This is an optimization exercise on Yosys and OpenROAD, whose aim is small area, not a production implementation. Where RTL was checked, it was by simulation tests only, not by an equivalence proof against the original. Function not checked in run 1: the RTL went through the layout flow alone. The clock cells of runs 3 to 5 come from the design's own scripts or RTL, not from TritonCTS. No driver is modelled on the clock port, so clock power and skew are understated where the tree is cut down; a real chip needs a root buffer or a tree. Power and IR drop assume default switching activity.

==> flow/config.mk <==
export PLATFORM = sky130hd
export DESIGN_NAME = final_top
export DESIGN_NICKNAME = final_top
export VERILOG_FILES = /design/flow/design.v
export SDC_FILE = /design/flow/constraint.sdc
export NUM_CORES = 4
export LEC_CHECK = 0
export CAP_MARGIN = 20
export CORE_MARGIN = 2
export CORE_UTILIZATION = 40
export PLACE_DENSITY = 0.6
export SLEW_MARGIN = 20
==> flow/constraint.sdc <==
create_clock -name core_clock -period 10.0 [get_ports {clk}]
set_input_delay 2.0000 -clock core_clock [delete_from_list [all_inputs] [get_ports {clk}]]
set_output_delay 2.0000 -clock core_clock [all_outputs]
set_load 0.01 [all_outputs]
==> flow/design.v <==
module final_top #(
    parameter NW = 22, KW = 20, parameter [NW-1:0] TW = 22'h25B6B0,
    parameter NP = 20, KP = 16, parameter [NP-1:0] TP = 20'h8D9B5,
    parameter DW = 20, THB = 32, THR = 22, THG = 54
    ) (
    input freqIn,
    input clk,
    input rst,
    input ips_r, ips_L, ips_a,
    input obs_det,
    output RMF,RMB,LMF,LMB, LM_pwm,RM_pwm,
    output select0,
    output select1,
    output select2,
    output select3,
    output EO,
    output [3:0]an,
    output a, b, c, d, e, f, g
    );
    localparam [NW-1:0] S22 = {NW{1'b1}};
    localparam [NW-1:0] T22 = TW;
    localparam [NW-1:0] P22 = {1'b0, {(NW-1){1'b1}}};
    localparam [NP-1:0] S20 = {NP{1'b1}};
    localparam [NP-1:0] T20 = TP;
    localparam [1:0] PH0 = 2'b00, PH1 = 2'b01, PH2 = 2'b11, PH3 = 2'b10;
    localparam [1:0] CG = 2'b00, CB = 2'b01, CR = 2'b10, CN = 2'b11;
    localparam [1:0] RR = 2'b00, RB = 2'b01, RG = 2'b10;
    assign EO = 0;
    assign select0 = 1;
    assign select1 = 0;
    assign an = 4'b0111;
    reg [NW-1:0] wl;
    wire we = (wl == T22);
    always @(posedge clk)
        wl <= (rst | we) ? S22 : {wl[NW-2:0], wl[NW-1] ^ wl[KW]};
    reg [NW-1:0] cl;
    reg [1:0] ph;
    wire ct = (cl == T22);
    always @(posedge clk)
    begin
        if (rst)
        begin
            cl <= S22;
            ph <= PH0;
        end
        else
        begin
            if (ct)
                cl <= (ph == PH2) ? P22 : S22;
            else
                cl <= {cl[NW-2:0], cl[NW-1] ^ cl[KW]};
            case (ph)
                PH0: if (ct) ph <= PH1;
                PH1: if (ct) ph <= PH2;
                PH2: if (ct) ph <= PH3;
                default: ph <= PH0;
            endcase
        end
    end
    assign select3 = ph[0];
    assign select2 = ph[1] & ph[0];
    reg prevFreq;
    wire rise = freqIn & ~prevFreq;
    reg [DW-1:0] A;
    reg [DW-1:0] C;
    reg [1:0] role;
    reg [1:0] plan;
    wire lt = C < A;
    wire gt = C > A;
    reg [1:0] nrole;
    always @(*)
        case (ph)
            PH0: nrole = ct ? RG : RB;
            PH1: nrole = ct ? RR : RG;
            PH2: nrole = RR;
            default: nrole = RB;
        endcase
    always @(posedge clk)
    begin
        if (rst)
        begin
            prevFreq <= 0;
            A <= 0;
            C <= 0;
            role <= RB;
        end
        else
        begin
            prevFreq <= freqIn;
            if (we)
            begin
                C <= {{(DW-1){1'b0}}, rise};
                role <= nrole;
                if (role == RR || (role == RB && lt))
                    A <= C;
            end
            else
                C <= C + rise;
        end
    end
    always @(posedge clk)
        if (we)
        begin
            if (role == RB)
                plan <= lt ? ((C >= THB) ? CG : CB) : (gt && A >= THR) ? CR : CN;
            else if (role == RG && !(gt && (plan != CB || C >= THG)))
                plan <= CN;
        end
    reg n;
    reg [1:0] col;
    reg [1:0] sp;
    always @(posedge clk)
    begin
        if (rst)
        begin
            n <= 1;
            col <= CN;
            sp <= CG;
        end
        else
        begin
            if (ph == PH3)
            begin
                n <= (plan == CN);
                if (plan != CN)
                    col <= plan;
            end
            if (obs_det && col != CN)
                sp <= col;
        end
    end
    assign g = 1'b0;
    assign b = 1'b1;
    assign e = n;
    assign {f, d, c} = {3{n | col[1]}};
    assign a = n | col[1] | col[0];
    reg [NP-1:0] pl;
    reg h;
    reg pwm;
    wire pt = (pl == T20);
    always @(posedge clk)
    begin
        if (rst)
        begin
            pl <= S20;
            h <= 1;
            pwm <= 0;
        end
        else
        begin
            pl <= pt ? S20 : {pl[NP-2:0], pl[NP-1] ^ pl[KP]};
            if (pt)
                h <= ~h;
            pwm <= sp[1] ? 1'b0 : sp[0] ? h : (h | ~pt);
        end
    end
    assign RM_pwm = pwm;
    assign LM_pwm = pwm;
    localparam [1:0] ST0 = 2'b00, ST1 = 2'b01, ST2 = 2'b10, ST6 = 2'b11;
    reg [1:0] st;
    reg mR, mL;
    wire [1:0] sc = obs_det ? st : ST1;
    always @(posedge clk)
    begin
        if (rst)
        begin
            st <= ST0;
            mR <= 1;
            mL <= 1;
        end
        else
            case (sc)
                ST0:
                begin
                    mR <= ips_r | ~ips_L;
                    mL <= ips_L | ~ips_r;
                end
                ST1:
                    if (ips_a == 0)
                        st <= ST2;
                    else
                    begin
                        mR <= 0;
                        mL <= 0;
                        st <= ST1;
                    end
                ST2:
                    if (ips_r)
                    begin
                        mR <= 0;
                        mL <= 1;
                        st <= ST2;
                    end
                    else
                        st <= ST6;
                default:
                    if (ips_L && ips_r && ips_a == 0)
                        st <= ST2;
                    else
                    begin
                        mR <= ips_r | ~ips_L;
                        mL <= ips_L | ~ips_r;
                        st <= ST6;
                    end
            endcase
    end
    assign RMF = mR;
    assign RMB = ~mR;
    assign LMF = mL;
    assign LMB = ~mL;
endmodule
==> flow/run.sh <==
#!/bin/bash
# synth_recipe.tcl (not shown) runs the flow's synth.tcl, then flattens the netlist and writes it again
# the make line also repeats each setting of config.mk as NAME=value (left out here)
make -C /OpenROAD-flow-scripts/flow DESIGN_CONFIG=/design/flow/config.mk WORK_HOME=/design/flow/orfs CLKGATE_MAP_FILE= SYNTH_SCRIPT=/design/flow/synth_recipe.tcl finish
==> results of run 1 <==
## logic make-up (layout without fill, tap and decap cells)
kind of cell / count (synthesis) / in the layout / share of synthesized area
and+or+nand+nor: 254 / 254 / 0.2867
DFF: 122 / 122 / 0.4670
buffers and inverters: 63 / 87 / 0.05648
AOI/OAI and AO/OA: 41 / 41 / 0.04960
adders and majority gates: 27 / 27 / 0.06407
xor gates and xnor gates: 21 / 21 / 0.03488
muxes: 21 / 21 / 0.03987
other: 2 / 9 / 0.001424
## sequential cells by signal, indices dropped and copies added (netlist names), 2 cells and up
| name | count |
|---|---|
| cl | 22 |
| plan | 2 |
| ph | 2 |
| role | 2 |
| st | 2 |
| wl | 22 |
| sp | 2 |
| col | 2 |
| C | 20 |
| pl | 20 |
| A | 20 |
## through the flow
stage / total power (W) / area [µm²] / hold slack (ns)
after floorplan: 0.0005391 / 5299 / 0.3954
after global placement: 0.0005500 / 5572 / 0.4014
after detailed placement: 0.0005510 / 5572 / 0.4127
after CTS: 0.001138 / 6137 / 0.4266
after global routing: 0.001165 / 6137 / 0.4496
final: 0.001124 / 6137 / 0.4215
## cells in the mapped netlist, types with 6 or more instances
| master | number | area share |
|---|---|---|
| nor2_1 | 50 | 0.036 |
| xor2_1 | 12 | 0.020 |
| xnor2_1 | 9 | 0.015 |
| and3_1 | 6 | 0.0071 |
| buf_4 | 12 | 0.017 |
| or3_1 | 35 | 0.042 |
| mux2i_1 | 21 | 0.040 |
| nand3_1 | 13 | 0.012 |
| clkbuf_1 | 16 | 0.011 |
| nor4_1 | 9 | 0.011 |
| ha_1 | 27 | 0.064 |
| nand2_1 | 16 | 0.011 |
| or2_2 | 12 | 0.014 |
| nor2b_1 | 7 | 0.0083 |
| nand4_1 | 10 | 0.012 |
| nor3_1 | 10 | 0.0095 |
| a21oi_1 | 19 | 0.018 |
| inv_1 | 31 | 0.022 |
| dfxtp_1 | 120 | 0.46 |
| o21ai_0 | 6 | 0.0057 |
| nand2b_1 | 61 | 0.072 |
## critical path: stages
cell             delay (ns)
clkdlybuf4s50_1        0.46
nor2b_1                0.17
ha_1                   0.21
ha_1                   0.22
nand2_1                0.09
nor3_1                 0.40
nor2b_1                0.23
nand2_1                0.08
xor2_1                 0.14
nor2_1                 0.05
## layer usage
layer  track usage  vias up
met5             0        -
met4       0.05134        0
met3       0.04358       10
met2        0.2180       59
met1        0.1965     1720
li1              -     1890
## power by group through the flow
stage	registers (W)	logic, W	clock network (W)
finish	0.000498	0.0000426	0.000584
global route	0.000498	0.0000475	0.000619
CTS	0.000498	0.0000430	0.000597
detailed placement	0.000508	0.0000428	0
global placement	0.000508	0.0000418	0
floorplan	0.000508	0.0000311	0
## cell type report
class	instances	share of cell area
multi-input combinational	373	0.4163
tap	172	0.03507
sequential	122	0.4012
clock inverter	14	0.02222
timing repair buffer	24	0.03629
inverter	31	0.01896
clock buffer	18	0.06993
## worst max path at each step
stage / end / slack (ns) / cells after the start / startpoint
5_1_grt: C[16] / 6.00 / 10 / freqIn
3_3_place_gp: C[16] / 5.85 / 10 / freqIn
6_report: C[16] / 6.21 / 10 / freqIn
3_5_place_dp: C[16] / 5.81 / 10 / freqIn
4_1_cts: C[16] / 6.25 / 10 / freqIn
2_1_floorplan: C[16] / 6.55 / 9 / freqIn
==> results.sh, run 1 <==
export IMPL_routed_top_layer="met4"
export IMPL_rr_startpoint="C[15]"
export IMPL_p_leak_nw=2.306
export IMPL_post_route_util=0.4824
export IMPL_wl_met3_um=361
export IMPL_mostFrequentLayoutCells="120 x dfxtp_1, 61 x nand2b_1, 50 x nor2_1"
export IMPL_intPower_w=0.0008609
export IMPL_gp_congestion=0.7914
export IMPL_holdPathEnd="wl[21]"
export IMPL_power_switching_w=0.0002634
export IMPL_clockRootBuffer="clkbuf_16"
export IMPL_vias=3679
export IMPL_port_buffers=19
export IMPL_reg2reg_to="A[18]"
export IMPL_drtPass1Iterations=4
export IMPL_ir_drop_uv=100.4
export IMPL_async_flop_share=0
export IMPL_power_share_clock=0.519
export IMPL_post_cts_resized=0
export IMPL_drc=0
export IMPL_diodes=0
export IMPL_track_usage=0.1447
export IMPL_grt_pass1_vias=3537
export IMPL_drt_antenna_violating_nets=0
export IMPL_cts_buffer_depth=2
export IMPL_io_pins=29
export IMPL_ys_seq_area_frac=0.4670
export IMPL_core_um2=12720
export IMPL_register_area_um2=2462
export IMPL_yosysWarnings=1
export IMPL_grt_max_degree=106
export IMPL_pre_cts_ws_ns=5.812
export IMPL_syn2layout_area_growth_pct=16.40
export IMPL_dpl_cell_count=722
export IMPL_multi_input_area_um2=2555
export IMPL_start_kind="input port"
export IMPL_cts_setup_buffers=0
export IMPL_cts_tree="done"
export IMPL_slew_viol_final=0
export IMPL_drive_gt1_frac=0.09622
export IMPL_hp_class="reg2reg"
export IMPL_finalSetupTns_ns=0
export IMPL_path_max_fanout=4
export IMPL_required_ns=10.27
export IMPL_fmax_mhz=264.2
export IMPL_pwr_share_seq=0.443
export IMPL_yosysUniqueCellTypes=53
export IMPL_synth_seq_cells=122
export IMPL_clkTransAtPathRegs_ns=0.06
export IMPL_p_sw_frac=0.2343
export IMPL_clk_latency_ns=0.41
export IMPL_die_w_um=118.8
export IMPL_fin_ws_ns=6.215
export IMPL_fin_skew_ns=0.007328
export IMPL_drtIter0Drc=187
export IMPL_setup_violations=0
export IMPL_dieHeight_um=118.8
export IMPL_wl_per_cell_um=13.07
export IMPL_tightestPinTransition_ns=0.8045
export IMPL_rsz0062_at_grt="no"
export IMPL_rr_worst_depth=8
export IMPL_synth_edff_count=2
export IMPL_hp_start="wl[20]"
export IMPL_routedLengthMet1_um=5075
export IMPL_stdcell_count=754
export IMPL_wl_um=9853
export IMPL_wl_met2_um=4322
export IMPL_syn_instance_count=551
export IMPL_post_route_min_period_ns=3.785
export IMPL_cp_arrival_ns=4.06
export IMPL_via_per_inst=4.879
export IMPL_layout_nets=603
export IMPL_rrSetupSlack_ns=7.17
export IMPL_dieArea_um2=14120
export IMPL_rows=41
export IMPL_cp_end_kind="flop"
export IMPL_syn_area_um2=5273
export IMPL_grt_overflow_total=0
export IMPL_cts_hold_buf=0
export IMPL_cts_made_buffers=17
export IMPL_relSlewSlack=0.4637
export IMPL_hold_violations=0
export IMPL_max_cap_violations=0
export IMPL_h_tree_depth=4
export IMPL_hpwl_um=6582
export IMPL_hold_path_depth=2
export IMPL_crit_type="in2reg"
export IMPL_ys_flop_type="dfxtp_1"
export IMPL_powerDensity_nw_per_um2=183.2
export IMPL_status="no timing/DRC/antenna violations"
export IMPL_comb_power_share=0.038
export IMPL_grt_pass1_wl_um=16570
export IMPL_final_common_cell="dfxtp_1"
export IMPL_antenna_found_initial=0
export IMPL_syn_area_per_cell_um2=9.569
export IMPL_clkSinkCount=122
export IMPL_initial_core_util=0.4144
export IMPL_n_fill_cell=1233
export IMPL_fin_crit_sh=0.3785
==> inputs of run 2 (changes only) <==
--- a/flow/design.v
+++ b/flow/design.v
@@ -23,16 +23,20 @@
     localparam [NP-1:0] S20 = {NP{1'b1}};
     localparam [NP-1:0] T20 = TP;
+    localparam [NW-1:0] POLW = {(NW+1)/2{2'b10}};
+    localparam [NP-1:0] POLP = {(NP+1)/2{2'b10}};
     localparam [1:0] PH0 = 2'b00, PH1 = 2'b01, PH2 = 2'b11, PH3 = 2'b10;
     localparam [1:0] CG = 2'b00, CB = 2'b01, CR = 2'b10, CN = 2'b11;
-    localparam [1:0] RR = 2'b00, RB = 2'b01, RG = 2'b10;
+    localparam [1:0] RR = 2'b00, RB = 2'b01, RG = 2'b10, RF = 2'b11;
     assign EO = 0;
     assign select0 = 1;
     assign select1 = 0;
     assign an = 4'b0111;
-    reg [NW-1:0] wl;
+    reg [NW-1:0] wq;
+    wire [NW-1:0] wl = wq ^ POLW;
     wire we = (wl == T22);
     always @(posedge clk)
-        wl <= (rst | we) ? S22 : {wl[NW-2:0], wl[NW-1] ^ wl[KW]};
-    reg [NW-1:0] cl;
+        wq <= ((rst | we) ? S22 : {wl[NW-2:0], wl[NW-1] ^ wl[KW]}) ^ POLW;
+    reg [NW-1:0] cq;
+    wire [NW-1:0] cl = cq ^ POLW;
     reg [1:0] ph;
     wire ct = (cl == T22);
@@ -41,5 +45,5 @@
         if (rst)
         begin
-            cl <= S22;
+            cq <= S22 ^ POLW;
             ph <= PH0;
         end
@@ -47,7 +51,7 @@
         begin
             if (ct)
-                cl <= (ph == PH2) ? P22 : S22;
+                cq <= ((ph == PH2) ? P22 : S22) ^ POLW;
             else
-                cl <= {cl[NW-2:0], cl[NW-1] ^ cl[KW]};
+                cq <= {cl[NW-2:0], cl[NW-1] ^ cl[KW]} ^ POLW;
             case (ph)
                 PH0: if (ct) ph <= PH1;
@@ -62,10 +66,15 @@
     reg prevFreq;
     wire rise = freqIn & ~prevFreq;
+    reg pend;
+    wire inc = rise | pend;
     reg [DW-1:0] A;
     reg [DW-1:0] C;
+    reg gtf;
     reg [1:0] role;
     reg [1:0] plan;
-    wire lt = C < A;
-    wire gt = C > A;
+    wire eq = (C == A);
+    wire gt = gtf;
+    wire lt = ~gtf & ~eq;
+    wire [DW:0] Cn = {1'b0, C} + inc;
     reg [1:0] nrole;
     always @(*)
@@ -77,24 +86,32 @@
         endcase
     always @(posedge clk)
+        if (we && (role == RR || (role == RB && lt)))
+            A <= C;
+    always @(posedge clk)
     begin
         if (rst)
         begin
             prevFreq <= 0;
-            A <= 0;
+            pend <= 0;
             C <= 0;
-            role <= RB;
+            gtf <= 0;
+            role <= RF;
         end
         else
         begin
             prevFreq <= freqIn;
+            pend <= we & rise;
             if (we)
             begin
-                C <= {{(DW-1){1'b0}}, rise};
+                C <= 0;
+                gtf <= 0;
                 role <= nrole;
-                if (role == RR || (role == RB && lt))
-                    A <= C;
             end
             else
-                C <= C + rise;
+            begin
+                C <= Cn[DW-1:0];
+                if (inc)
+                    gtf <= ~Cn[DW] & (gtf | eq);
+            end
         end
     end
@@ -102,5 +119,7 @@
         if (we)
         begin
-            if (role == RB)
+            if (role == RF)
+                plan <= CN;
+            else if (role == RB)
                 plan <= lt ? ((C >= THB) ? CG : CB) : (gt && A >= THR) ? CR : CN;
             else if (role == RG && !(gt && (plan != CB || C >= THG)))
@@ -135,5 +154,6 @@
     assign {f, d, c} = {3{n | col[1]}};
     assign a = n | col[1] | col[0];
-    reg [NP-1:0] pl;
+    reg [NP-1:0] pq;
+    wire [NP-1:0] pl = pq ^ POLP;
     reg h;
     reg pwm;
@@ -143,5 +163,5 @@
         if (rst)
         begin
-            pl <= S20;
+            pq <= S20 ^ POLP;
             h <= 1;
             pwm <= 0;
@@ -149,5 +169,5 @@
         else
         begin
-            pl <= pt ? S20 : {pl[NP-2:0], pl[NP-1] ^ pl[KP]};
+            pq <= (pt ? S20 : {pl[NP-2:0], pl[NP-1] ^ pl[KP]}) ^ POLP;
             if (pt)
                 h <= ~h;
==> flow/flow/run.sh (new file) <==
#!/bin/bash
# The standard layout (the standard.sh, standard synthesis unchanged) with three
# changes to how the layout is made:
#  - clock tree from clkbuf_4 cells only, without dummy loads;
#  - port buffers are buf_1 cells (every input and output still gets its buffer);
#  - constant outputs share the synthesis's tie cells instead of one tie cell each.
# make's full output goes to flow_make.log in this folder; ORFS keeps each step's
# log under orfs/logs/.
set -euo pipefail
bash standard.sh \
  "CTS_ARGS=-sink_clustering_enable -repair_clock_nets -dont_use_dummy_load -buf_list sky130_fd_sc_hd__clkbuf_4" \
  "BUFFER_PORTS_ARGS=-buffer_cell sky130_fd_sc_hd__buf_1" \
  SKIP_REPAIR_TIE_FANOUT=1 \
  finish > flow_make.log 2>&1
==> flow/standard.sh (new file) <==
#!/bin/bash
# synth_recipe.tcl (not shown) runs the flow's synth.tcl, then flattens the netlist and writes it again
# the make line also repeats each setting of config.mk as NAME=value (left out here)
make -C /OpenROAD-flow-scripts/flow DESIGN_CONFIG=/design/flow/config.mk WORK_HOME=/design/flow/orfs CLKGATE_MAP_FILE= SYNTH_SCRIPT=/design/flow/synth_recipe.tcl "${@:-finish}"
removed: flow/run.sh
==> results.sh, run 2 <==
export IMPL_slew_viol_final=0
export IMPL_track_usage=0.1441
export IMPL_ys_seq_area_frac=0.5844
export IMPL_post_route_min_period_ns=3.330
export IMPL_ir_drop_uv=98.85
export IMPL_tightestPinTransition_ns=0.9944
export IMPL_drt_antenna_violating_nets=0
export IMPL_grt_pass1_wl_um=14140
export IMPL_yosys_area_top_type="dfxtp_1"
export IMPL_crit_start="ph[0]"
export IMPL_fin_ws_ns=6.670
export IMPL_synth_top_cells_by_count="102 x dfxtp_1, 70 x nor2_1, 44 x nand2_1"
export IMPL_register_area_um2=2703
export IMPL_post_route_util=0.4283
export IMPL_rows=39
export IMPL_rr_startpoint="wq[5]"
export IMPL_syn_instance_count=446
export IMPL_initial_core_util=0.4067
export IMPL_clkTransAtPathRegs_ns=0.10
export IMPL_ys_flop_type="dfxtp_1"
export IMPL_port_buffers=19
export IMPL_synth_edff_count=22
export IMPL_cts_hold_buf=0
export IMPL_via_per_inst=4.965
export IMPL_yosysUniqueCellTypes=52
export IMPL_max_cap_violations=0
export IMPL_hold_path_depth=1
export IMPL_powerDensity_nw_per_um2=157.3
export IMPL_yosysMostFrequentCell="dfxtp_1"
export IMPL_hpwl_um=5733
export IMPL_cts_tree="done"
export IMPL_mostFrequentLayoutCells="102 x dfxtp_1, 70 x nor2_1, 44 x nand2_1"
export IMPL_syn_area_per_cell_um2=10.37
export IMPL_cts_made_buffers=17
export IMPL_required_ns=8.00
export IMPL_clk_latency_ns=0.49
export IMPL_drtPass1Iterations=4
export IMPL_dieHeight_um=111.5
export IMPL_cp_arrival_ns=1.33
export IMPL_hp_class="reg2reg"
export IMPL_fmax_mhz=300.3
export IMPL_h_tree_depth=4
export IMPL_n_fill_cell=1080
export IMPL_synth_seq_cells=124
export IMPL_synthTopCellsByArea="dfxtp_1 44%, edfxtp_1 14%, nor2_1 5.7%, xnor2_1 4.5%, nand2_1 3.6%"
export IMPL_die_w_um=111.5
export IMPL_largestRegisters="cq x22, wq x22"
export IMPL_setup_violations=0
export IMPL_wl_per_cell_um=13.46
export IMPL_syn2layout_area_growth_pct=5.303
export IMPL_syn_area_um2=4624
export IMPL_multi_input_area_um2=1718
export IMPL_start_kind="flop"
export IMPL_grt_pass1_vias=2998
export IMPL_hold_violations=0
export IMPL_yosysTopAreaCellShare=0.4416
export IMPL_fin_skew_ns=0.03649
export IMPL_grt_overflow_total=0
export IMPL_pre_cts_ws_ns=6.212
export IMPL_diodes=0
export IMPL_drtIter0Drc=99
export IMPL_gp_congestion=0.8247
export IMPL_antenna_found_initial=0
export IMPL_p_leak_nw=1.742
export IMPL_fin_crit_sh=0.3330
export IMPL_crit_type="reg2out"
export IMPL_status="no timing/DRC/antenna violations"
export IMPL_cts_setup_buffers=0
export IMPL_dieArea_um2=12440
export IMPL_post_cts_resized=0
export IMPL_grt_max_degree=30
export IMPL_cp_end_kind="output pin"
export IMPL_rr_worst_depth=5
export IMPL_final_common_cell="dfxtp_1"
export IMPL_clockRootBuffer="clkbuf_4"
export IMPL_cts_buffer_depth=2
export IMPL_rsz0062_at_grt="no"
export IMPL_vias=2989
export IMPL_clkSinkCount=124
export IMPL_path_max_fanout=7
export IMPL_layout_nets=475
export IMPL_relSlewSlack=0.3355
export IMPL_io_pins=29
export IMPL_finalSetupTns_ns=0
export IMPL_hp_start="pq[7]"
export IMPL_async_flop_share=0
export IMPL_yosysWarnings=1
export IMPL_drc=0
export IMPL_core_um2=11370
export IMPL_drive_gt1_frac=0.07190
export IMPL_wl_um=8103
[run 2: worst paths after layout]
path	end	slack, ns
setup / recovery	select2	6.67
hold / removal	pq[8]	0.36
setup reg to reg	C[6]	7.71
hold reg to reg	pq[8]	0.36
[run 2: power by group]
part | internal [W] | total, W | switching, W
registers | 0.000512 | 0.000516 | 0.00000397
clock network | 0.0000776 | 0.000218 | 0.000140
logic | 0.0000110 | 0.0000321 | 0.0000211
[run 2: cells by family (layout without fill, tap and decap cells)]
group                      Yosys count  in the layout  synth area share
and+or+nand+nor                    196            196            0.2189
DFF                                124            124            0.5844
xor gates and xnor gates            41             41           0.07765
buffers and inverters               40             53           0.04653
AOI/OAI and AO/OA                   34             34           0.04762
adders and majority gates            7              7           0.01894
other                                2              2          0.001624
muxes                                2              2          0.004329
[run 2: through the flow]
step	cell area, µm²	instances	hold slack (ns)	power (W)
after CTS	4870	602	0.3659	0.0007779
after global routing	4870	602	0.3854	0.0008071
final	4870	602	0.3621	0.0007661
after detailed placement	4742	585	0.3614	0.0005601
after global placement	4736	585	0.3584	0.0005594
after floorplan	4624	446	0.3522	0.0005539
[run 2: final cells by class]
cell class	count	share of cell area
flip-flops and latches	124	0.5550
multi-input cells	282	0.3528
well taps	143	0.03674
clock buffers	17	0.02621
repair buffers	21	0.01773
inverters	15	0.01156
[run 2: per-layer routing]
| metal | vias to the layer above | GRT usage | part of all wire |
|---|---|---|---|
| met4 | 0 | 0.05432 | 0.013 |
| li1 | 1519 | - | - |
| met5 | - | 0 | 0 |
| met3 | 8 | 0.04899 | 0.037 |
| met1 | 1424 | 0.1859 | 0.49 |
| met2 | 38 | 0.2256 | 0.46 |
[run 2: critical path: stages, from the launching register on]
cell	delay, ns
dfxtp_1	0.47
and2_1	0.20
buf_1	0.16
==> inputs of run 3 (changes only) <==
--- a/flow/design.v
+++ b/flow/design.v
@@ -1,5 +1,8 @@
 module final_top #(
-    parameter NW = 22, KW = 20, parameter [NW-1:0] TW = 22'h25B6B0,
-    parameter NP = 20, KP = 16, parameter [NP-1:0] TP = 20'h8D9B5,
+    parameter NW = 22, KW = 20,
+    parameter [NW-1:0] TW = 22'h25B6B0, MW = 22'h2FFFDF,
+    parameter [NW-1:0] SX = 22'h286415, TX = 22'h000400, MX = 22'h3EABFF,
+    parameter NP = 20, KP = 16,
+    parameter [NP-1:0] TP = 20'h8D9B5, MP = 20'hFD7FF,
     parameter DW = 20, THB = 32, THR = 22, THG = 54
     ) (
@@ -34,11 +37,11 @@
     reg [NW-1:0] wq;
     wire [NW-1:0] wl = wq ^ POLW;
-    wire we = (wl == T22);
-    always @(posedge clk)
-        wq <= ((rst | we) ? S22 : {wl[NW-2:0], wl[NW-1] ^ wl[KW]}) ^ POLW;
+    wire we = ((wl & MX) == (TX & MX));
+    always @(posedge clk)
+        wq <= ((rst | we) ? SX : {wl[NW-2:0], wl[NW-1] ^ wl[KW]}) ^ POLW;
     reg [NW-1:0] cq;
     wire [NW-1:0] cl = cq ^ POLW;
     reg [1:0] ph;
-    wire ct = (cl == T22);
+    wire ct = ((cl & MW) == (T22 & MW));
     always @(posedge clk)
     begin
@@ -158,5 +161,5 @@
     reg h;
     reg pwm;
-    wire pt = (pl == T20);
+    wire pt = ((pl & MP) == (T20 & MP));
     always @(posedge clk)
     begin
==> flow/flow/run.sh (replaced) <==
#!/bin/bash
# The standard layout (the standard.sh, standard synthesis unchanged) with these
# changes to how the layout is made:
#  - after floorplan, flow/downsize.tcl (POST_FLOORPLAN_TCL hook) gives every logic
#    cell the smallest drive of its family; repair_design later fixes slew and load;
#  - clock tree built by flow/manual_cts.tcl (PRE_CTS_TCL hook): the clock port
#    drives 4 clkbuf_16 leaf buffers, each driving the flip-flops of one placement
#    cluster; TritonCTS is skipped;
#  - port buffers are buf_1 cells (every input and output still gets its buffer);
#  - constant outputs share the synthesis's tie cells instead of one tie cell each;
#  - power recovery (downsizing off the critical path) after global routing.
# make's full output goes to flow_make.log in this folder; ORFS keeps each step's
# log under orfs/logs/.
set -euo pipefail
here=$(pwd)
bash standard.sh \
  "POST_FLOORPLAN_TCL=$here/flow/downsize.tcl" \
  "PRE_CTS_TCL=$here/flow/manual_cts.tcl" \
  MCTS_NLEAF=4 MCTS_BUF=sky130_fd_sc_hd__clkbuf_16 \
  "BUFFER_PORTS_ARGS=-buffer_cell sky130_fd_sc_hd__buf_1" \
  SKIP_REPAIR_TIE_FANOUT=1 \
  RECOVER_POWER=100 \
  finish > flow_make.log 2>&1
==> flow/flow/downsize.tcl (new file) <==
# Swap every standard cell to the smallest cell of its family (same function
# name, same pins), e.g. nor4_4 -> nor4_1; repair_design later upsizes or
# buffers where slew or capacitance needs it. Flip-flops keep their cell type.
set db [ord::get_db]
set block [ord::get_db_block]
array set fam {}
foreach lib [$db getLibs] {
  foreach m [$lib getMasters] {
    set nm [$m getName]
    if {[regexp {^(sky130_fd_sc_hd__[a-z0-9]+)_([0-9]+)$} $nm -> base drive]} {
      lappend fam($base) $m
    }
  }
}
set dont_use {}
if {[info exists ::env(DONT_USE_CELLS)]} { set dont_use $::env(DONT_USE_CELLS) }
proc pins_of {m} { lsort [lmap t [$m getMTerms] {$t getName}] }
set nswap 0; set saved 0
foreach inst [$block getInsts] {
  set m [$inst getMaster]
  set nm [$m getName]
  if {![regexp {^(sky130_fd_sc_hd__[a-z0-9]+)_([0-9]+)$} $nm -> base drive]} continue
  if {[string match "*df*" $base] || [string match "*clkbuf*" $base] || [string match "*tap*" $base] || [string match "*conb*" $base]} continue
  set best $m; set ba [expr {[$m getWidth] * [$m getHeight]}]
  foreach c $fam($base) {
    set cn [$c getName]
    set skip 0
    foreach pat $dont_use { if {[string match $pat $cn]} { set skip 1 } }
    if {$skip} continue
    if {[pins_of $c] ne [pins_of $m]} continue
    set ca [expr {[$c getWidth] * [$c getHeight]}]
    if {$ca < $ba} { set best $c; set ba $ca }
  }
  if {$best ne $m} {
    set saved [expr {$saved + [$m getWidth] * [$m getHeight] - $ba}]
    $inst swapMaster $best
    incr nswap
  }
}
puts "downsize: swapped $nswap cells, [expr {$saved / 1e6}] um2"
==> flow/flow/manual_cts.tcl (new file) <==
# Manual clock tree, run as ORFS's PRE_CTS_TCL hook: the clock port drives
# NLEAF leaf buffers, each driving the flip-flops nearest to it (k-means on the
# placed flip-flop positions). TritonCTS is then skipped.
set nleaf [expr {[info exists ::env(MCTS_NLEAF)] ? $::env(MCTS_NLEAF) : 4}]
set bufname [expr {[info exists ::env(MCTS_BUF)] ? $::env(MCTS_BUF) : "sky130_fd_sc_hd__clkbuf_8"}]
set block [ord::get_db_block]
set db [ord::get_db]
set clkport [$block findBTerm clk]
set clknet [$clkport getNet]
set sinks {}
foreach it [$clknet getITerms] { lappend sinks $it }
set n [llength $sinks]
puts "manual_cts: [llength $sinks] sinks, $nleaf leaves of $bufname"
# positions
set xs {}; set ys {}
foreach it $sinks {
  set inst [$it getInst]
  set bb [$inst getBBox]
  lappend xs [expr {([$bb xMin] + [$bb xMax]) / 2.0}]
  lappend ys [expr {([$bb yMin] + [$bb yMax]) / 2.0}]
}
# k-means, initial centres spread along sorted x+y
set idx [lsort -integer -indices -command {apply {{a b} {expr {$a < $b ? -1 : $a > $b ? 1 : 0}}}} [lmap x $xs y $ys {expr {int($x + $y)}}]]
set cx {}; set cy {}
for {set k 0} {$k < $nleaf} {incr k} {
  set j [lindex $idx [expr {int(($k + 0.5) * $n / $nleaf)}]]
  lappend cx [lindex $xs $j]; lappend cy [lindex $ys $j]
}
set cap [expr {int(ceil(double($n) / $nleaf)) + 2}]
for {set iter 0} {$iter < 30} {incr iter} {
  # balanced assignment: greedy by distance with capacity
  set pairs {}
  for {set i 0} {$i < $n} {incr i} {
    for {set k 0} {$k < $nleaf} {incr k} {
      set d [expr {abs([lindex $xs $i] - [lindex $cx $k]) + abs([lindex $ys $i] - [lindex $cy $k])}]
      lappend pairs [list $d $i $k]
    }
  }
  set pairs [lsort -real -index 0 $pairs]
  set asg [lrepeat $n -1]; set cnt [lrepeat $nleaf 0]
  foreach p $pairs {
    lassign $p d i k
    if {[lindex $asg $i] >= 0} continue
    if {[lindex $cnt $k] >= $cap} continue
    lset asg $i $k; lset cnt $k [expr {[lindex $cnt $k] + 1}]
  }
  set sx [lrepeat $nleaf 0.0]; set sy [lrepeat $nleaf 0.0]
  for {set i 0} {$i < $n} {incr i} {
    set k [lindex $asg $i]
    lset sx $k [expr {[lindex $sx $k] + [lindex $xs $i]}]
    lset sy $k [expr {[lindex $sy $k] + [lindex $ys $i]}]
  }
  for {set k 0} {$k < $nleaf} {incr k} {
    if {[lindex $cnt $k] > 0} {
      lset cx $k [expr {[lindex $sx $k] / [lindex $cnt $k]}]
      lset cy $k [expr {[lindex $sy $k] / [lindex $cnt $k]}]
    }
  }
}
set master [$db findMaster $bufname]
for {set k 0} {$k < $nleaf} {incr k} {
  set inst [odb::dbInst_create $block $master "mcts_leaf_$k"]
  $inst setLocation [expr {int([lindex $cx $k])}] [expr {int([lindex $cy $k])}]
  $inst setPlacementStatus PLACED
  set net [odb::dbNet_create $block "mcts_clknet_$k"]
  $net setSigType CLOCK
  [$inst findITerm A] connect $clknet
  [$inst findITerm X] connect $net
  set leaves($k) $net
}
for {set i 0} {$i < $n} {incr i} {
  set it [lindex $sinks $i]
  $it disconnect
  $it connect $leaves([lindex $asg $i])
}
$clknet setSigType CLOCK
puts "manual_cts: cluster sizes $cnt"
rename clock_tree_synthesis orig_clock_tree_synthesis
proc clock_tree_synthesis {args} {
  puts "manual_cts: TritonCTS skipped"
  set_propagated_clock [all_clocks]
}
==> results.sh, run 3 <==
export IMPL_rows=39
export IMPL_track_usage=0.1265
export IMPL_syn_instance_count=438
export IMPL_tightestPinTransition_ns=1.068
export IMPL_final_common_cell="dfxtp_1"
export IMPL_finalSetupTns_ns=0
export IMPL_hold_violations=0
export IMPL_post_route_min_period_ns=4.197
export IMPL_drtIter0Drc=120
export IMPL_hp_class="reg2reg"
export IMPL_powerDensity_nw_per_um2=158.7
export IMPL_setup_violations=0
export IMPL_hp_start="pq[11]"
export IMPL_via_per_inst=4.878
export IMPL_ir_drop_uv=120.9
export IMPL_relSlewSlack=0.2881
export IMPL_io_pins=29
export IMPL_cts_setup_buffers=0
export IMPL_synth_seq_cells=124
export IMPL_antenna_found_initial=0
export IMPL_cp_arrival_ns=4.23
export IMPL_dpl_cell_count=578
export IMPL_synth_mux_area_frac=0.002194
export IMPL_fmax_mhz=238.3
export IMPL_gp_congestion=0.7902
export IMPL_path_max_fanout=25
export IMPL_diodes=0
export IMPL_wl_per_cell_um=13.18
export IMPL_synth_xor_area_frac=0.08061
export IMPL_drc=0
export IMPL_pre_cts_ws_ns=6.196
export IMPL_cts_hold_buf=0
export IMPL_post_cts_resized=0
export IMPL_yosysUniqueCellTypes=51
export IMPL_status="no timing/DRC/antenna violations"
export IMPL_dieArea_um2=12280
export IMPL_synthTopCellsByArea="dfxtp_1 45%, edfxtp_1 14%, nor2_1 5.3%, xor2_1 4.6%, nand2_1 3.9%"
export IMPL_rr_startpoint="wq[0]"
export IMPL_initial_core_util=0.4048
export IMPL_drtPass1Iterations=4
export IMPL_vias=2839
export IMPL_largestRegisters="cq x22, wq x22"
export IMPL_rr_worst_depth=5
export IMPL_yosys_area_share_adder=0.01645
export IMPL_grt_max_degree=34
export IMPL_wl_um=7673
export IMPL_syn_area_um2=4563
export IMPL_rrSetupSlack_ns=7.13
export IMPL_p_leak_nw=1.679
export IMPL_port_buffers=19
export IMPL_synth_compound_area_frac=0.05018
export IMPL_holdPathEnd="pq[12]"
export IMPL_fin_crit_sh=0.4197
export IMPL_grt_pass1_vias=2821
export IMPL_cp_end_kind="flop"
export IMPL_start_kind="input port"
export IMPL_rsz0062_at_grt="no"
export IMPL_die_w_um=110.8
export IMPL_hpwl_um=5467
export IMPL_synth_edff_count=22
export IMPL_layout_nets=454
export IMPL_final_area_um2=4733
export IMPL_reg2reg_to="A[14]"
export IMPL_stdcell_count=582
export IMPL_slew_viol_final=0
export IMPL_clkTransAtPathRegs_ns=0.11
export IMPL_required_ns=10.03
export IMPL_syn_area_per_cell_um2=10.42
export IMPL_yosysMostFrequentCell="dfxtp_1"
export IMPL_grt_pass1_wl_um=13490
export IMPL_yosysTopAreaCellShare=0.4475
export IMPL_core_um2=11270
export IMPL_max_cap_violations=0
export IMPL_yosys_area_top_type="dfxtp_1"
export IMPL_synth_top_cells_by_count="102 x dfxtp_1, 65 x nor2_1, 48 x nand2_1"
export IMPL_fin_ws_ns=5.803
export IMPL_ys_seq_area_frac=0.5923
export IMPL_hold_path_depth=1
export IMPL_syn2layout_area_growth_pct=3.729
export IMPL_yosys_area_share_simple=0.2109
export IMPL_grt_overflow_total=0
export IMPL_mostFrequentLayoutCells="102 x dfxtp_1, 65 x nor2_1, 49 x nand2_1"
export IMPL_async_flop_share=0
export IMPL_synth_top_family_by_area="simple AND/OR/NAND/NOR gates"
export IMPL_ys_flop_type="dfxtp_1"
export IMPL_fin_skew_ns=0.01197
export IMPL_drive_gt1_frac=0.01367
export IMPL_yosysWarnings=1
export IMPL_place_area_um2=4646
export IMPL_crit_type="in2reg"
export IMPL_clk_latency_ns=0.17
export IMPL_drt_antenna_violating_nets=0
export IMPL_dieHeight_um=110.8
[run 3: critical path: stages]
cell      delay, ns
buf_1          0.08
clkbuf_1       0.76
inv_1          0.51
nand2_1        0.76
nor2_1         0.11
[run 3: worst max-delay path by stage]
stage	from	to	slack, ns	depth (start not counted)
after floorplan	freqIn	C[8]	6.60	9
after CTS	freqIn	gtf	6.39	10
after global placement	freqIn	C[8]	6.26	10
final	rst	C[15]	5.80	5
after global routing	rst	C[16]	5.40	5
after detailed placement	freqIn	gtf	6.20	10
[run 3: kinds of logic (layout without fill, tap and decap cells)]
logic type / count (synthesis) / in the layout
buffers and inverters: 37 / 38
AO/OA/AOI/OAI: 35 / 35
AND/OR/NAND/NOR: 191 / 191
multiplexers: 1 / 1
flip-flops: 124 / 124
other: 2 / 2
XOR/XNOR: 42 / 42
adder cells (fa/ha/maj): 6 / 6
[run 3: routing by layer]
layer | track usage | part of all wire | vias up
met2 | 0.2217 | 0.47 | 24
met3 | 0.009841 | 0.021 | 6
met4 | 0.007500 | 0.0085 | 0
met1 | 0.1802 | 0.50 | 1346
met5 | 0 | 0 | -
li1 | - | - | 1463
[run 3: cell type report]
cell class                      count  area, µm²
Fill cell                        1078       6539
Sequential cell                   124       2703
Multi-Input combinational cell    277       1624
Tap cell                          143      178.9
Buffer                              4      100.1
Timing Repair Buffer               21      78.83
Inverter                           13      48.80
[run 3: metrics by stage]
stage / hold WS [ns] / util / power [W]
after floorplan: 0.3434 / - / 0.0005624
after global placement: 0.3489 / 0.4121 / 0.0005677
after detailed placement: 0.3567 / 0.4121 / 0.0005683
after CTS: 0.3786 / 0.4210 / 0.0007615
after global routing: 0.3893 / 0.4199 / 0.0007838
final: 0.3775 / 0.4199 / 0.0007513
[run 3: power by group]
part | total, W | internal, W | switching, W
logic | 0.0000337 | 0.0000120 | 0.0000217
clock network | 0.000195 | 0.0000745 | 0.000120
registers | 0.000523 | 0.000517 | 0.00000610
total | 0.000751 | 0.000603 | 0.000148
==> inputs of run 4 (changes only) <==
==> flow/flow/run.sh (replaced) <==
#!/bin/bash
# The standard layout (standard.sh) with these changes to how the layout is made:
#  - synthesis: the standard synthesis runs unchanged; then flow/resyn.sh re-maps its
#    combinational logic for area with ABC (flip-flops keep their instances, names
#    and cell types) and the layout continues from that netlist;
#  - after floorplan (POST_FLOORPLAN_TCL hook): flow/downsize.tcl gives every logic
#    cell the smallest drive of its family (repair_design later fixes slew and load),
#    and flow/tiemerge.tcl leaves a single tie cell for all constants;
#  - clock tree built by flow/manual_cts.tcl (PRE_CTS_TCL hook): the clock port drives
#    4 clkbuf_16 leaf buffers, each driving the flip-flops of one placement cluster;
#    TritonCTS is skipped;
#  - port buffers are buf_1 cells (every input and output still gets its buffer);
#  - power recovery (downsizing off the critical path) after global routing.
# Logs in this folder: flow_synth.log and flow_make.log (make), resyn_yosys.log
# (yosys); ORFS keeps each step's log under orfs/logs/.
set -euo pipefail
here=$(pwd)
export FLOW_FLOW_DIR=$here/flow
R=$here/orfs/results/sky130hd/final_top/base
LIB=$FLOW_HOME/platforms/sky130hd/lib/sky130_fd_sc_hd__tt_025C_1v80.lib
KNOBS=(
  "POST_FLOORPLAN_TCL=$here/flow/post_floorplan.tcl"
  "PRE_CTS_TCL=$here/flow/manual_cts.tcl"
  MCTS_NLEAF=4 MCTS_BUF=sky130_fd_sc_hd__clkbuf_16
  "BUFFER_PORTS_ARGS=-buffer_cell sky130_fd_sc_hd__buf_1"
  SKIP_REPAIR_TIE_FANOUT=1
  RECOVER_POWER=100
)
bash standard.sh "${KNOBS[@]}" synth > flow_synth.log 2>&1
cp "$R/1_2_yosys.v" "$R/1_2_yosys.std.v"
bash flow/resyn.sh "$R/1_2_yosys.std.v" "$R/1_2_yosys.v" "$LIB" flow/dont_use.txt flow/resyn.abc resyn_yosys.log
bash standard.sh "${KNOBS[@]}" finish > flow_make.log 2>&1
==> flow/flow/dont_use.txt (new file) <==
sky130_fd_sc_hd__probe_p_8 sky130_fd_sc_hd__probec_p_8 sky130_fd_sc_hd__lpflow_bleeder_1 sky130_fd_sc_hd__lpflow_clkbufkapwr_1 sky130_fd_sc_hd__lpflow_clkbufkapwr_16 sky130_fd_sc_hd__lpflow_clkbufkapwr_2 sky130_fd_sc_hd__lpflow_clkbufkapwr_4 sky130_fd_sc_hd__lpflow_clkbufkapwr_8 sky130_fd_sc_hd__lpflow_clkinvkapwr_1 sky130_fd_sc_hd__lpflow_clkinvkapwr_16 sky130_fd_sc_hd__lpflow_clkinvkapwr_2 sky130_fd_sc_hd__lpflow_clkinvkapwr_4 sky130_fd_sc_hd__lpflow_clkinvkapwr_8 sky130_fd_sc_hd__lpflow_decapkapwr_12 sky130_fd_sc_hd__lpflow_decapkapwr_3 sky130_fd_sc_hd__lpflow_decapkapwr_4 sky130_fd_sc_hd__lpflow_decapkapwr_6 sky130_fd_sc_hd__lpflow_decapkapwr_8 sky130_fd_sc_hd__lpflow_inputiso0n_1 sky130_fd_sc_hd__lpflow_inputiso0p_1 sky130_fd_sc_hd__lpflow_inputiso1n_1 sky130_fd_sc_hd__lpflow_inputiso1p_1 sky130_fd_sc_hd__lpflow_inputisolatch_1 sky130_fd_sc_hd__lpflow_isobufsrc_1 sky130_fd_sc_hd__lpflow_isobufsrc_16 sky130_fd_sc_hd__lpflow_isobufsrc_2 sky130_fd_sc_hd__lpflow_isobufsrc_4 sky130_fd_sc_hd__lpflow_isobufsrc_8 sky130_fd_sc_hd__lpflow_isobufsrckapwr_16 sky130_fd_sc_hd__lpflow_lsbuf_lh_hl_isowell_tap_1 sky130_fd_sc_hd__lpflow_lsbuf_lh_hl_isowell_tap_2 sky130_fd_sc_hd__lpflow_lsbuf_lh_hl_isowell_tap_4 sky130_fd_sc_hd__lpflow_lsbuf_lh_isowell_4 sky130_fd_sc_hd__lpflow_lsbuf_lh_isowell_tap_1 sky130_fd_sc_hd__lpflow_lsbuf_lh_isowell_tap_2 sky130_fd_sc_hd__lpflow_lsbuf_lh_isowell_tap_4 sky130_fd_sc_hd__fill_1 sky130_fd_sc_hd__fill_2 sky130_fd_sc_hd__fill_4 sky130_fd_sc_hd__fill_8
==> flow/flow/post_floorplan.tcl (new file) <==
# POST_FLOORPLAN_TCL hook: smallest drive for every logic cell, then one tie cell.
source $::env(FLOW_FLOW_DIR)/downsize.tcl
source $::env(FLOW_FLOW_DIR)/tiemerge.tcl
==> flow/flow/resyn.abc (new file) <==
strash
dch
amap
&get -n
&st
&dch
&nf -a
&put
strash
dc2
dch
map -a
mfs2
topo
strash
dch
amap
==> flow/flow/resyn.sh (new file) <==
#!/bin/bash
# Re-maps the combinational logic of the standard synthesis netlist for area with
# ABC (flow/resyn.abc). Flip-flops and tie cells stay as they are (same instances,
# names and cell types); every other cell is read as its liberty function.
# usage: resyn.sh IN.v OUT.v LIBERTY DONT_USE_LIST ABC_SCRIPT LOG
set -euo pipefail
in=$1; out=$2; lib=$3; du=$(cat "$4"); abcs=$5; log=$6
dargs=""; for c in $du; do dargs="$dargs -dont_use $c"; done
yosys=${YOSYS_EXE:-$FLOW_HOME/../tools/install/yosys/bin/yosys}
cat > "${out%.v}.ys" <<EOS
read_liberty -ignore_miss_func $lib
blackbox sky130_fd_sc_hd__*df* sky130_fd_sc_hd__conb_1
read_verilog $in
hierarchy -top final_top
flatten
opt_clean -purge
abc -liberty $lib -script $abcs $dargs
opt_clean -purge
hilomap -singleton -hicell sky130_fd_sc_hd__conb_1 HI -locell sky130_fd_sc_hd__conb_1 LO
splitnets
insbuf -buf sky130_fd_sc_hd__buf_4 A X
opt_clean -purge
rename -enumerate
stat -liberty $lib
write_verilog -noattr -noexpr -nohex -nodec $out
EOS
"$yosys" -l "$log" "${out%.v}.ys" > /dev/null
==> flow/flow/tiemerge.tcl (new file) <==
# One tie cell for all constants: loads of every other conb_1 output move to the
# first conb_1's HI or LO net; tie cells left without loads are removed.
set block [ord::get_db_block]
set keep ""
set keepnet(HI) ""; set keepnet(LO) ""
set ties {}
foreach inst [$block getInsts] {
  if {[[$inst getMaster] getName] eq "sky130_fd_sc_hd__conb_1"} { lappend ties $inst }
}
proc loads_of {net drv} {
  set l {}
  foreach it [$net getITerms] { if {$it ne $drv} { lappend l $it } }
  return $l
}
set moved 0; set removed 0
foreach inst $ties {
  foreach p {HI LO} {
    set it [$inst findITerm $p]
    set net [$it getNet]
    if {$net eq "NULL" || $net eq ""} continue
    set nl [llength [loads_of $net $it]]
    set nb [llength [$net getBTerms]]
    if {$nl == 0 && $nb == 0} { $it disconnect; odb::dbNet_destroy $net; continue }
    if {$keepnet($p) eq ""} {
      if {$keep eq ""} { set keep $inst }
      if {$inst eq $keep} { set keepnet($p) $net; continue }
    }
    if {$keepnet($p) eq ""} {
      # the kept cell has no net on this output yet: give it this one
      $it disconnect
      [$keep findITerm $p] connect $net
      set keepnet($p) $net
      continue
    }
    foreach l [loads_of $net $it] { $l disconnect; $l connect $keepnet($p); incr moved }
    foreach bt [$net getBTerms] { $bt disconnect; $bt connect $keepnet($p); incr moved }
    $it disconnect
    odb::dbNet_destroy $net
  }
}
foreach inst $ties {
  if {$inst eq $keep} continue
  set used 0
  foreach p {HI LO} { set n [[$inst findITerm $p] getNet]; if {$n ne "NULL" && $n ne ""} { set used 1 } }
  if {!$used} { odb::dbInst_destroy $inst; incr removed }
}
puts "tiemerge: [llength $ties] tie cells, moved $moved loads, removed $removed cells"
==> results.sh, run 4 <==
export IMPL_fmax_mhz=186.0
export IMPL_rr_worst_depth=23
export IMPL_drtIter0Drc=199
export IMPL_place_area_um2=4454
export IMPL_n_fill_cell=1016
export IMPL_diodes=0
export IMPL_initial_core_util=0.4130
export IMPL_grt_overflow_total=0
export IMPL_drt_antenna_violating_nets=0
export IMPL_hold_path_depth=1
export IMPL_fin_skew_ns=0.01219
export IMPL_largestRegisters="cq x22, wq x22"
export IMPL_drc=0
export IMPL_dieHeight_um=107.3
export IMPL_syn_instance_count=439
export IMPL_rsz0062_at_grt="no"
export IMPL_max_cap_violations=0
export IMPL_gp_congestion=0.8553
export IMPL_p_sw_frac=0.1925
export IMPL_syn_area_um2=4264
export IMPL_yosysWarnings=1
export IMPL_cts_setup_buffers=0
export IMPL_power_total_w=0.0007398
export IMPL_cp_end_kind="flop"
export IMPL_finalSetupTns_ns=0
export IMPL_powerDensity_nw_per_um2=162.9
export IMPL_tightestPinTransition_ns=1.097
export IMPL_pre_cts_ws_ns=4.440
export IMPL_multi_input_area_um2=1349
export IMPL_fin_crit_sh=0.5376
export IMPL_fin_ws_ns=4.624
export IMPL_rrSetupSlack_ns=6.33
export IMPL_path_max_fanout=4
export IMPL_wl_per_cell_um=13.16
export IMPL_power_switching_w=0.0001424
export IMPL_via_per_inst=4.997
export IMPL_status="no timing/DRC/antenna violations"
export IMPL_start_kind="input port"
export IMPL_required_ns=10.06
export IMPL_antenna_found_initial=0
export IMPL_reg2reg_to="gtf"
export IMPL_vias=2948
export IMPL_power_share_clock=0.263
export IMPL_post_cts_resized=0
export IMPL_clk_latency_ns=0.17
export IMPL_wl_um=7763
export IMPL_cts_hold_buf=0
export IMPL_setup_violations=0
export IMPL_grt_pass1_vias=2799
export IMPL_relSlewSlack=0.2688
export IMPL_hp_start="wq[16]"
export IMPL_final_area_um2=4543
export IMPL_grt_max_degree=34
export IMPL_p_leak_nw=1.561
export IMPL_post_route_min_period_ns=5.376
export IMPL_hpwl_um=5610
export IMPL_syn2layout_area_growth_pct=6.543
export IMPL_rows=37
export IMPL_comb_power_share=0.034
export IMPL_drtPass1Iterations=4
export IMPL_port_buffers=19
export IMPL_layout_nets=464
export IMPL_final_common_cell="dfxtp_1"
export IMPL_clkTransAtPathRegs_ns=0.11
export IMPL_crit_type="in2reg"
export IMPL_die_w_um=107.3
export IMPL_syn_area_per_cell_um2=9.713
export IMPL_rr_startpoint="prevFreq"
export IMPL_register_area_um2=2703
export IMPL_grt_pass1_wl_um=13300
export IMPL_cp_arrival_ns=5.44
export IMPL_core_um2=10320
export IMPL_ir_drop_uv=121.8
export IMPL_pwr_share_seq=0.703
export IMPL_hold_violations=0
export IMPL_io_pins=29
export IMPL_holdPathEnd="wq[17]"
export IMPL_intPower_w=0.0005974
export IMPL_dieArea_um2=11500
export IMPL_slew_viol_final=0
export IMPL_hp_class="reg2reg"
export IMPL_track_usage=0.1386
export IMPL_drive_gt1_frac=0.01101
export IMPL_mostFrequentLayoutCells="102 x dfxtp_1, 88 x nor2_1, 48 x nand2_1"
[run 4: worst max path at each step]
| stage | startpoint | end | slack [ns] |
|---|---|---|---|
| 6_report | freqIn | gtf | 4.62 |
| 5_1_grt | freqIn | gtf | 4.00 |
| 4_1_cts | freqIn | gtf | 4.62 |
| 3_5_place_dp | freqIn | gtf | 4.44 |
| 3_3_place_gp | freqIn | gtf | 4.57 |
| 2_1_floorplan | freqIn | gtf | 5.15 |
[run 4: critical path: stages]
cell and delay (ns):
buf_1 0.09, clkinv_1 0.08, nor2_1 0.19, nor2_1 0.08, nor2_1 0.16, nand2_1 0.11
nor2_1 0.17, nand2_1 0.12, clkinv_1 0.09, nand2_1 0.07, nor2_1 0.19, nand2_1 0.11
nor2_1 0.19, nand2_1 0.10, nor2_1 0.23, nand2_1 0.12, nor2_1 0.20, nand2_1 0.10
nor2_1 0.19, nand2_1 0.10, nor2_1 0.17, nand2_1 0.11, nor2_1 0.18, a21oi_1 0.12
o311a_1 0.14
[run 4: power by group through the flow]
| stage | combinational [W] | sequential (W) | clock, W |
|---|---|---|---|
| 2_1_floorplan | 0.0000188 | 0.000531 | 0 |
| 3_3_place_gp | 0.0000256 | 0.000531 | 0 |
| 3_5_place_dp | 0.0000260 | 0.000531 | 0 |
| 4_1_cts | 0.0000260 | 0.000520 | 0.000200 |
| 5_1_grt | 0.0000296 | 0.000522 | 0.000216 |
| 6_report | 0.0000254 | 0.000520 | 0.000194 |
[run 4: area by class of cell]
class / count / area share
Sequential cell: 124 / 0.5949
Multi-Input combinational cell: 267 / 0.2969
Tap cell: 136 / 0.03746
Inverter: 37 / 0.03057
Buffer: 4 / 0.02203
Timing Repair Buffer: 22 / 0.01818
[run 4: layer usage]
metal  GRT usage  vias to the layer above  routed length (µm)
li1            -                     1527                   -
met1      0.2051                     1361                3956
met2      0.2306                       51                3424
met3    0.006053                        9                 256
met4     0.02041                        0                 127
met5           0                        -                   0
[run 4: stage by stage]
| step | hold slack (ns) | util | std cells |
|---|---|---|---|
| 2_1_floorplan | 0.3434 | - | 439 |
| 3_3_place_gp | 0.3449 | 0.4315 | 586 |
| 3_5_place_dp | 0.3512 | 0.4315 | 586 |
| 4_1_cts | 0.3798 | 0.4412 | 590 |
| 5_1_grt | 0.3921 | 0.4401 | 590 |
| 6_report | 0.3745 | 0.4401 | 590 |
==> inputs of run 5 (changes only) <==
--- a/flow/flow/run.sh
+++ b/flow/flow/run.sh
@@ -3,5 +3,6 @@
 #  - synthesis: the standard synthesis runs unchanged; then flow/resyn.sh re-maps its
 #    combinational logic for area with ABC (flip-flops keep their instances, names
-#    and cell types) and the layout continues from that netlist;
+#    and cell types), keeps the smallest candidate that yosys proves equivalent to
+#    the standard netlist, and the layout continues from that netlist;
 #  - after floorplan (POST_FLOORPLAN_TCL hook): flow/downsize.tcl gives every logic
 #    cell the smallest drive of its family (repair_design later fixes slew and load),
@@ -12,6 +13,6 @@
 #  - port buffers are buf_1 cells (every input and output still gets its buffer);
 #  - power recovery (downsizing off the critical path) after global routing.
-# Logs in this folder: flow_synth.log and flow_make.log (make), resyn_yosys.log
-# (yosys); ORFS keeps each step's log under orfs/logs/.
+# Logs in this folder: flow_synth.log and flow_make.log (make), resyn.log (summary),
+# resyn_yosys_*.log and resyn_equiv_*.log (yosys); ORFS keeps each step's log under orfs/logs/.
 set -euo pipefail
 here=$(pwd)
@@ -29,4 +30,4 @@
 bash standard.sh "${KNOBS[@]}" synth > flow_synth.log 2>&1
 cp "$R/1_2_yosys.v" "$R/1_2_yosys.std.v"
-bash flow/resyn.sh "$R/1_2_yosys.std.v" "$R/1_2_yosys.v" "$LIB" flow/dont_use.txt flow/resyn.abc resyn_yosys.log
+bash flow/resyn.sh "$R/1_2_yosys.std.v" "$R/1_2_yosys.v" "$LIB" flow/dont_use.txt "$here/flow" "$here" > resyn.log 2>&1
 bash standard.sh "${KNOBS[@]}" finish > flow_make.log 2>&1
==> flow/flow/abc1.abc (new file) <==
strash
&get -n
&deepsyn -T 5
&put
dch
amap
==> flow/flow/abc2.abc (new file) <==
strash
dch
amap
&get -n
&st
&dch
&nf -a
&put
strash
dc2
dch
map -a
mfs2
topo
strash
dch
amap
==> flow/flow/abc3.abc (new file) <==
strash
&get -n
&dch -f
&put
amap
==> flow/flow/resyn.sh (replaced) <==
#!/bin/bash
# Re-maps the combinational logic of the standard synthesis netlist for area with
# ABC. Flip-flops and tie cells stay as they are (same instances, names and cell
# types); every other cell is read as its liberty function. Each ABC script in
# flow/abc*.abc gives a candidate; a candidate counts only if yosys proves it
# equivalent to the standard netlist (flip-flops paired by name). The smallest
# proven candidate replaces the netlist; with none, the standard netlist stays.
# usage: resyn.sh IN.v OUT.v LIBERTY DONT_USE_LIST FLOWDIR LOGDIR
set -uo pipefail
in=$1; out=$2; lib=$3; du=$(cat "$4"); fdir=$5; ldir=$6
dargs=""; for c in $du; do dargs="$dargs -dont_use $c"; done
yosys=${YOSYS_EXE:-$FLOW_HOME/../tools/install/yosys/bin/yosys}
tmp=$(dirname "$out")/resyn; mkdir -p "$tmp"
best=""; besta=""
for s in "$fdir"/abc*.abc; do
  n=$(basename "$s" .abc)
  cat > "$tmp/$n.ys" <<EOS
read_liberty -ignore_miss_func $lib
blackbox sky130_fd_sc_hd__*df* sky130_fd_sc_hd__conb_1
read_verilog $in
hierarchy -top final_top
flatten
opt_clean -purge
abc -liberty $lib -script $s $dargs
opt_clean -purge
hilomap -singleton -hicell sky130_fd_sc_hd__conb_1 HI -locell sky130_fd_sc_hd__conb_1 LO
splitnets
insbuf -buf sky130_fd_sc_hd__buf_4 A X
opt_clean -purge
rename -enumerate
tee -o $tmp/$n.stat stat -liberty $lib
write_verilog -noattr -noexpr -nohex -nodec $tmp/$n.v
EOS
  timeout 600 "$yosys" -l "$ldir/resyn_yosys_$n.log" "$tmp/$n.ys" > /dev/null 2>&1 || { echo "$n: synthesis failed"; continue; }
  cat > "$tmp/$n.eq.ys" <<EOS
read_liberty -ignore_miss_func $lib
read_verilog $in
rename final_top gold
read_verilog $tmp/$n.v
rename final_top gate
hierarchy -check
flatten gold gate
opt_clean
rename -hide gold/w:_*
rename -hide gate/w:_*
equiv_make gold gate equiv
hierarchy -top equiv
equiv_simple
equiv_induct
equiv_status -assert
EOS
  if ! timeout 900 "$yosys" -l "$ldir/resyn_equiv_$n.log" "$tmp/$n.eq.ys" > /dev/null 2>&1; then
    echo "$n: not proven equivalent, skipped"; continue
  fi
  a=$(sed -n "s/.*Chip area for module '.final_top': *\([0-9.]*\).*/\1/p" "$tmp/$n.stat" | tail -1)
  echo "$n: proven, area $a"
  if [[ -n "$a" ]] && { [[ -z "$besta" ]] || awk -v x="$a" -v y="$besta" 'BEGIN{exit !(x<y)}'; }; then
    best=$n; besta=$a
  fi
done
if [[ -n "$best" ]]; then
  echo "using $best (area $besta)"
  cp "$tmp/$best.v" "$out"
else
  echo "no proven candidate; keeping the standard netlist"
  cp "$in" "$out"
fi
removed: flow/flow/resyn.abc
==> results.sh, run 5 <==
export IMPL_status="finished with violations"
export IMPL_so_faults="capacitance limit, slew limit"
export IMPL_multi_input_area_um2=1300
export IMPL_hold_path_depth=1
export IMPL_crit_buf_inv=3
export IMPL_initial_core_util=0.4110
export IMPL_p_leak_nw=1.552
export IMPL_crit_family="simple AND/OR/NAND/NOR gates"
export IMPL_grt_pass1_vias=2706
export IMPL_post_cts_resized=0
export IMPL_power_switching_w=0.0001428
export IMPL_io_pins=29
export IMPL_via_per_inst=5.124
export IMPL_antenna_found_initial=0
export IMPL_slew_viol_final=21
export IMPL_rrSetupSlack_ns=6.37
export IMPL_max_stage_delay_ns=0.21
export IMPL_mostFrequentLayoutCells="102 x dfxtp_1, 78 x nor2_1, 49 x nand2_1"
export IMPL_finalSetupTns_ns=0
export IMPL_wl_per_cell_um=13.32
export IMPL_gp_congestion=0.8646
export IMPL_syn_instance_count=430
export IMPL_grt_pass1_wl_um=13110
export IMPL_rsz0062_at_grt="no"
export IMPL_fin_skew_ns=0.007731
export IMPL_comb_power_share=0.032
export IMPL_core_um2=10280
export IMPL_die_w_um=106.8
export IMPL_grt_overflow_total=0
export IMPL_track_usage=0.1374
export IMPL_crit_type="in2reg"
export IMPL_cts_setup_buffers=0
export IMPL_cp_arrival_ns=5.33
export IMPL_drtPass1Iterations=4
export IMPL_syn2layout_area_growth_pct=6.398
export IMPL_clk_latency_ns=0.17
export IMPL_rows=37
export IMPL_reg2reg_to="gtf"
export IMPL_hp_start="cq[5]"
export IMPL_powerDensity_nw_per_um2=164.6
export IMPL_grt_max_degree=34
export IMPL_drtIter0Drc=159
export IMPL_critPathMostFrequentCell="nor2_1"
export IMPL_tightestPinTransition_ns=1.939
export IMPL_setup_violations=0
export IMPL_pwr_share_seq=0.703
export IMPL_start_kind="input port"
export IMPL_rr_worst_depth=23
export IMPL_syn_area_um2=4224
export IMPL_syn_area_per_cell_um2=9.823
export IMPL_whs_ns=0.3751
export IMPL_hold_violations=0
export IMPL_dieHeight_um=106.8
export IMPL_hp_class="reg2reg"
export IMPL_final_common_cell="dfxtp_1"
export IMPL_layout_nets=454
export IMPL_intPower_w=0.0005970
export IMPL_path_max_fanout=4
export IMPL_fin_crit_sh=0.5264
export IMPL_clkTransAtPathRegs_ns=0.11
export IMPL_largestRegisters="cq x22, wq x22"
export IMPL_dieArea_um2=11400
export IMPL_drive_gt1_frac=0.009009
export IMPL_hpwl_um=5544
export IMPL_ir_drop_uv=113.7
export IMPL_wl_um=7723
export IMPL_vias=2972
export IMPL_max_cap_violations=1
export IMPL_n_fill_cell=1028
export IMPL_cp_end_kind="flop"
export IMPL_post_route_min_period_ns=5.264
export IMPL_cts_hold_buf=0
export IMPL_port_buffers=19
export IMPL_power_share_clock=0.265
export IMPL_holdPathEnd="cq[6]"
export IMPL_drt_antenna_violating_nets=0
export IMPL_yosysWarnings=1
export IMPL_drc=0
export IMPL_relSlewSlack=-0.2927
export IMPL_rr_startpoint="C[0]"
export IMPL_diodes=0
export IMPL_p_sw_frac=0.1931
export IMPL_fmax_mhz=190.0
export IMPL_crit_slowest_cell="nor2_1"
export IMPL_required_ns=10.07
export IMPL_register_area_um2=2703
## run 5: worst max path at each step
stage	startpoint	to	slack, ns	cells after the start
3_3_place_gp	freqIn	gtf	4.68	26
6_report	freqIn	gtf	4.74	26
4_1_cts	freqIn	gtf	4.74	26
2_1_floorplan	freqIn	gtf	5.18	25
3_5_place_dp	freqIn	gtf	4.57	26
5_1_grt	freqIn	gtf	3.98	26
## run 5: cell type report
type,count,share of cell area
flip-flops and latches,124,0.6013
multi-input cells,257,0.2893
well taps,136,0.03786
inverters,38,0.03174
plain buffers,4,0.02227
repair buffers,21,0.01754
## run 5: power by group through the flow
stage | Sequential [W] | Clock, W | Combinational, W
floorplan | 0.000530 | 0 | 0.0000181
global placement | 0.000531 | 0 | 0.0000241
detailed placement | 0.000531 | 0 | 0.0000244
CTS | 0.000520 | 0.000199 | 0.0000245
global route | 0.000521 | 0.000218 | 0.0000275
finish | 0.000520 | 0.000196 | 0.0000239
## run 5: routing by layer
layer  global-route usage  part of all wire  vias up
li1                     -                 -     1499
met1               0.2074              0.50     1421
met2               0.2220              0.46       44
met3              0.01155             0.030        8
met4              0.01577             0.013        0
met5                    0                 0        -
## run 5: metrics by stage
| step | std cells | setup WS [ns] | power (W) | instance area [µm²] | util |
|---|---|---|---|---|---|
| global route | 580 | 3.975 | 0.0007666 | 4494 | 0.4373 |
| detailed placement | 576 | 4.569 | 0.0005556 | 4405 | 0.4287 |
| CTS | 580 | 4.744 | 0.0007436 | 4506 | 0.4384 |
| floorplan | 430 | 5.182 | 0.0005485 | 4224 | - |
| finish | 580 | 4.736 | 0.0007398 | 4494 | 0.4373 |
| global placement | 576 | 4.678 | 0.0005553 | 4405 | 0.4287 |

-- re-timing with driven ports --
How much do the figures lean on ideal ports? The routed layouts below were timed once more, with nothing changed but the port constraints. Step 1: set_driving_cell puts a clkbuf_16 on clk and a buf_2 on each other input, an assumption about the parent block. Step 2, shift: input delay + t, output delay - t, t = (earliest + latest rising clock arrival at the registers) / 2. This alone moves slack from input paths to output paths. a / b / c = no drivers / after step 1 / after step 2; a / b = the first two.
run	shift t [ns]	setup slack, ns	hold WS [ns]	slew at the worst register clock pin (ns)
run 1	0.449	6.215 / 6.231 / 5.782	0.421 / 0.421 / 0.421	0.06 / 0.06
run 2	0.510	6.670 / 6.636 / 6.194	0.362 / 0.362 / 0.362	0.11 / 0.11
run 3	0.245	5.803 / 5.858 / 5.613	0.378 / 0.378 / 0.378	0.11 / 0.11
run 4	0.245	4.624 / 4.678 / 4.433	0.375 / 0.375 / 0.375	0.11 / 0.11
run 5	0.251	4.736 / 4.794 / 4.543	0.375 / 0.375 / 0.375	0.11 / 0.11
The setup slack of run 2, which loses most, moves by -0.034 ns with the drivers and by -0.476 ns with both steps.
